Source: an optimization exercise on an open RTL-to-GDS flow (aim: small area, a short achievable clock period and few clock cycles per item). Production flows keep margins and buffers that such runs may drop.
Where RTL was checked, it was by simulation tests only, not by an equivalence proof against the original.

Setup of branch violet:
==> module mips_div64, before the edit <==
module mips_div64(
  input  logic         clk,
  input  logic         reset,
  input  logic [63:0]  srcA,
  input  logic [63:0]  srcB,
  input  logic [4:0]   rob_ptr_in,
  input  logic [1:0]   hilo_prf_ptr_in,
  input  logic         is_signed_div,
  input  logic         start_div,
  output logic [127:0] y,
  output logic [4:0]   rob_ptr_out,
  output logic [1:0]   hilo_prf_ptr_out,
  output logic         ready,
  output logic         complete
);
   localparam integer LG_G = 2;
   localparam integer G = 1 << LG_G;
   localparam integer DW = 66 + G - 1;
   localparam logic [1:0] IDLE = 2'd0, SETUP = 2'd1, ITER = 2'd2, DONE = 2'd3;
   logic [1:0]    r_state;
   logic [64:0]   r_R;        
   logic [DW-1:0] r_D;        
   logic [63:0]   r_Q;        
   logic [7:0]    r_k;        
   logic [5:0]    r_cnt;
   logic          r_negA, r_qneg, r_exit;
   logic          r_z0;       
   logic [4:0]    r_rob;
   logic [1:0]    r_hilo;
   logic        sA, sB, qn, bz, ubigA, ubigB;
   logic [6:0]  cA, lsB0, lsB;
   logic [7:0]  k_in;
   assign sA    = is_signed_div & srcA[63];
   assign sB    = is_signed_div & srcB[63];
   assign qn    = sA ^ sB;
   assign bz    = ~|srcB;
   assign ubigA = ~is_signed_div & srcA[63];
   assign ubigB = ~is_signed_div & srcB[63];
   clz64 u_clzA (.x({srcA[63:1] ^ srcA[62:0], 1'b1}), .n(cA));
   clz64 u_clzB (.x({1'b0, srcB[63:1] ^ srcB[62:0]}), .n(lsB0));
   assign lsB   = ubigB ? 7'd0 : {1'b0, lsB0[5:0] | {6{lsB0[6]}}};
   pp_add8 u_k (.a({1'b0, lsB}), .b(~{1'b0, cA & {7{~ubigA}}}), .cin(srcA[63]), .s(k_in));
   logic [DW-1:0] d_lv [LG_G:6];
   logic          fill;
   assign fill       = ~r_qneg;
   assign d_lv[LG_G] = {r_D[DW-G:0], {(G-1){fill}}};
   for (genvar l = LG_G; l < 6; l++) begin : g_sh
      assign d_lv[l+1] = r_k[l] ? {d_lv[l][DW-1-(1<<l):0], {(1<<l){fill}}} : d_lv[l];
   end
   logic [DW-1:0] xs, sum;
   logic          cin, zero, acc;
   assign xs  = {{(DW-65){r_R[64]}}, r_R};
   assign cin = ~r_qneg;
   logic zero_n;
   pp_add69 u_add (.a(xs), .b(r_D), .cin(cin), .s(sum), .zn(zero_n));
   assign zero = ~zero_n;
   assign acc = (r_negA ? (sum[DW-1] | zero) : ~sum[DW-1]) & ~r_z0;
   logic start, setup_sub;
   assign start     = (r_state == IDLE) & start_div;
   assign setup_sub = (r_state == SETUP) & r_qneg & ~r_exit;
   always_ff @(posedge clk) begin
      if (reset) begin
         r_state <= IDLE;
      end else begin
         case (r_state)
           IDLE:  if (start_div) r_state <= SETUP;
           SETUP: r_state <= r_exit ? IDLE : ITER;
           ITER:  if (r_z0 | (r_cnt == 6'd0)) r_state <= DONE;
           DONE:  r_state <= IDLE;
         endcase
      end
   end
   logic upd, en_neg, en_pos;
   logic [3:0] en_R;
   assign upd    = (setup_sub | (r_state == ITER)) & ~r_z0;
   assign en_neg = start | (upd & r_negA);
   assign en_pos = start | (upd & (~r_negA | zero));
   for (genvar i = 0; i < 4; i++) begin : g_en
      pp_mux2i u_en (.s(sum[DW-1]), .a(~en_neg), .b(~en_pos), .y(en_R[i]));
   end
   always_ff @(posedge clk) begin
      r_k    <= k_in;
      r_exit <= bz | k_in[7];
   end
   always_ff @(posedge clk) begin
      if (start) begin
         r_negA <= sA;
         r_qneg <= qn;
         r_rob  <= rob_ptr_in;
         r_hilo <= hilo_prf_ptr_in;
      end
      for (int i = 0; i < 4; i++)
        if (en_R[i])
          r_R[16*i +: 16] <= start ? srcA[16*i +: 16] : sum[16*i +: 16];
      if (en_R[3])
        r_R[64] <= start ? sA : sum[64];
      r_z0 <= setup_sub & ~acc;
      if (r_state == SETUP)
        r_cnt <= r_k[5:0] | (G - 1);
      else
        r_cnt <= r_cnt - 6'd1;
   end
   always_ff @(posedge clk) begin
      if (start)
        r_D <= {{(DW-64){sB}}, srcB} ^ {DW{~qn}};
      else if (r_state == SETUP)
        r_D <= d_lv[6];
      else
        r_D <= {r_D[DW-1], r_D[DW-1:1]};
      if (start)
        r_Q <= bz ? (qn ? 64'd1 : '1) : '0;
      else if (r_state == SETUP)
        r_Q <= {64{r_qneg}};
      else if (r_z0)
        r_Q <= '0;
      else
        r_Q <= {r_Q[62:0], acc ^ r_qneg};
   end
   assign complete         = (r_state == DONE) | ((r_state == SETUP) & r_exit);
   assign ready            = (r_state == IDLE) & ~start_div;
   assign y                = {r_R[63:0], r_Q};
   assign rob_ptr_out      = r_rob;
   assign hilo_prf_ptr_out = r_hilo;
endmodule
==> module clz64, before the edit <==
module clz64(input logic [63:0] x, output logic [6:0] n);
always_comb begin : b
   logic [15:0] v1; logic [31:0] c1;    
   logic [3:0]  v2; logic [15:0] c2;    
   logic        v3; logic [5:0]  c3;
   for (int i = 0; i < 16; i++) begin
      v1[i] = |x[4*i +: 4];
      c1[2*i+1] = ~x[4*i+3] & ~x[4*i+2];
      c1[2*i]   = ~x[4*i+3] & (x[4*i+2] | ~x[4*i+1]);
   end
   for (int i = 0; i < 4; i++) begin
      v2[i] = |v1[4*i +: 4];
      c2[4*i+3] = ~v1[4*i+3] & ~v1[4*i+2];
      c2[4*i+2] = ~v1[4*i+3] & (v1[4*i+2] | ~v1[4*i+1]);
      c2[4*i +: 2] = v1[4*i+3] ? c1[2*(4*i+3) +: 2] :
                     v1[4*i+2] ? c1[2*(4*i+2) +: 2] :
                     v1[4*i+1] ? c1[2*(4*i+1) +: 2] : c1[2*(4*i) +: 2];
   end
   v3 = |v2;
   c3[5] = ~v2[3] & ~v2[2];
   c3[4] = ~v2[3] & (v2[2] | ~v2[1]);
   c3[3:0] = v2[3] ? c2[12 +: 4] : v2[2] ? c2[8 +: 4] : v2[1] ? c2[4 +: 4] : c2[0 +: 4];
   n = v3 ? {1'b0, c3} : 7'd64;
end
endmodule
clock: 4.0 ns
lec_check: 0
cap_margin: 20
core_margin: 2
core_utilization: 40
setup_slack_margin: 0.7
slew_margin: 20
synth_hierarchical: 1
standard.sh (not shown) runs the stock make flow with config.mk's settings and CLKGATE_MAP_FILE= SYNTH_SCRIPT=/design/flow/synth_recipe.tcl, a recipe that flattens the netlist after the stock synthesis.
==> flow/flow/run.sh <==
#!/bin/bash
# Standard ORFS layout (the standard.sh) with one change to how it is
# made: the port buffers use the smallest buffer cell instead of the delay
# buffer buffer_ports picks by default.  All of make's output goes to
# standard_flow.log here.
set -euo pipefail
export BUFFER_PORTS_ARGS="-buffer_cell sky130_fd_sc_hd__buf_1"
bash standard.sh > standard_flow.log 2>&1
Inputs modified between branch violet and branch tundra:
--- a/flow/design.v
+++ b/flow/design.v
@@ -1665,21 +1665,44 @@
    logic [5:0]    r_cnt;
    logic          r_negA, r_qneg, r_exit;
    logic          r_z0;       
    logic [4:0]    r_rob;
    logic [1:0]    r_hilo;
+   function automatic logic [6:0] clz64(input logic [63:0] x);
+      logic [15:0] v1; logic [31:0] c1;    
+      logic [3:0]  v2; logic [15:0] c2;    
+      logic        v3; logic [5:0]  c3;
+      for (int i = 0; i < 16; i++) begin
+         v1[i] = |x[4*i +: 4];
+         c1[2*i+1] = ~x[4*i+3] & ~x[4*i+2];
+         c1[2*i]   = ~x[4*i+3] & (x[4*i+2] | ~x[4*i+1]);
+      end
+      for (int i = 0; i < 4; i++) begin
+         v2[i] = |v1[4*i +: 4];
+         c2[4*i+3] = ~v1[4*i+3] & ~v1[4*i+2];
+         c2[4*i+2] = ~v1[4*i+3] & (v1[4*i+2] | ~v1[4*i+1]);
+         c2[4*i +: 2] = v1[4*i+3] ? c1[2*(4*i+3) +: 2] :
+                        v1[4*i+2] ? c1[2*(4*i+2) +: 2] :
+                        v1[4*i+1] ? c1[2*(4*i+1) +: 2] : c1[2*(4*i) +: 2];
+      end
+      v3 = |v2;
+      c3[5] = ~v2[3] & ~v2[2];
+      c3[4] = ~v2[3] & (v2[2] | ~v2[1]);
+      c3[3:0] = v2[3] ? c2[12 +: 4] : v2[2] ? c2[8 +: 4] : v2[1] ? c2[4 +: 4] : c2[0 +: 4];
+      clz64 = v3 ? {1'b0, c3} : 7'd64;
+   endfunction
    logic        sA, sB, qn, bz, ubigA, ubigB;
    logic [6:0]  cA, lsB0, lsB;
    logic [7:0]  k_in;
    assign sA    = is_signed_div & srcA[63];
    assign sB    = is_signed_div & srcB[63];
    assign qn    = sA ^ sB;
    assign bz    = ~|srcB;
    assign ubigA = ~is_signed_div & srcA[63];
    assign ubigB = ~is_signed_div & srcB[63];
-   clz64 u_clzA (.x({srcA[63:1] ^ srcA[62:0], 1'b1}), .n(cA));
-   clz64 u_clzB (.x({1'b0, srcB[63:1] ^ srcB[62:0]}), .n(lsB0));
+   assign cA    = clz64({srcA[63:1] ^ srcA[62:0], 1'b1});
+   assign lsB0  = clz64({1'b0, srcB[63:1] ^ srcB[62:0]});
    assign lsB   = ubigB ? 7'd0 : {1'b0, lsB0[5:0] | {6{lsB0[6]}}};
    pp_add8 u_k (.a({1'b0, lsB}), .b(~{1'b0, cA & {7{~ubigA}}}), .cin(srcA[63]), .s(k_in));
    logic [DW-1:0] d_lv [LG_G:6];
    logic          fill;
    assign fill       = ~r_qneg;
@@ -1760,30 +1783,5 @@
    assign ready            = (r_state == IDLE) & ~start_div;
    assign y                = {r_R[63:0], r_Q};
    assign rob_ptr_out      = r_rob;
    assign hilo_prf_ptr_out = r_hilo;
 endmodule
-module clz64(input logic [63:0] x, output logic [6:0] n);
-always_comb begin : b
-   logic [15:0] v1; logic [31:0] c1;    
-   logic [3:0]  v2; logic [15:0] c2;    
-   logic        v3; logic [5:0]  c3;
-   for (int i = 0; i < 16; i++) begin
-      v1[i] = |x[4*i +: 4];
-      c1[2*i+1] = ~x[4*i+3] & ~x[4*i+2];
-      c1[2*i]   = ~x[4*i+3] & (x[4*i+2] | ~x[4*i+1]);
-   end
-   for (int i = 0; i < 4; i++) begin
-      v2[i] = |v1[4*i +: 4];
-      c2[4*i+3] = ~v1[4*i+3] & ~v1[4*i+2];
-      c2[4*i+2] = ~v1[4*i+3] & (v1[4*i+2] | ~v1[4*i+1]);
-      c2[4*i +: 2] = v1[4*i+3] ? c1[2*(4*i+3) +: 2] :
-                     v1[4*i+2] ? c1[2*(4*i+2) +: 2] :
-                     v1[4*i+1] ? c1[2*(4*i+1) +: 2] : c1[2*(4*i) +: 2];
-   end
-   v3 = |v2;
-   c3[5] = ~v2[3] & ~v2[2];
-   c3[4] = ~v2[3] & (v2[2] | ~v2[1]);
-   c3[3:0] = v2[3] ? c2[12 +: 4] : v2[2] ? c2[8 +: 4] : v2[1] ? c2[4 +: 4] : c2[0 +: 4];
-   n = v3 ? {1'b0, c3} : 7'd64;
-end
-endmodule
## What came out
- Taking branch violet as the reference, in branch tundra global-route met2 utilization closely matched the old numbers; pin count of the biggest net entering global routing now larger.
- Area of the mapped netlist: branch tundra vs branch violet down about 0.5%
- The minimum hold slack on branch tundra is in line with that on branch violet.
- Going from branch violet to branch tundra, the global-route usage was found to have gone down by 0.50 points.
- Against branch violet, final wirelength in branch tundra fell by a few percent.
- Looking at depth of the critical timing path with buffers and inverters included, branch tundra sits 1 higher than branch violet does.
- The share of the clock period used by the worst path of branch tundra and that of branch violet are within noise of each other.
- branch tundra vs branch violet: final-layout fill cell count down in branch tundra
Testbench counts of branch tundra, summed over its fixed seeds: cycles 34,475, items 2,400.
No functional check of the RTL was part of branch violet.

[afterwards: timing with drivers on the ports]
In the flow no input, the clock included, has a driving cell. The finished layouts below were timed again as built, in two steps.
Step 1, drivers: a clkbuf_16 drives clk and a buf_2 each remaining input, both assumed.
Step 2 moves the port delays by t, midway between the first and last clock arrival at a register: inputs arrive t later, outputs are due t later. That takes back most of the time a late clock gives input paths.
Three values: no drivers, after step 1, after step 2; two values: the first two.
| run | t (ns) | setup slack, ns | worst data-port slew with drivers (ns) |
|---|---|---|---|
| branch violet | 0.647 | 0.814 / 0.814 / 0.227 | 0.06 |
| branch tundra | 0.639 | 0.809 / 0.838 / 0.200 | 0.06 |
After both steps setup and hold are still met in every run listed. For branch tundra, which loses most, drivers alone change the setup slack by +0.029 ns; drivers and shift together by -0.609 ns.
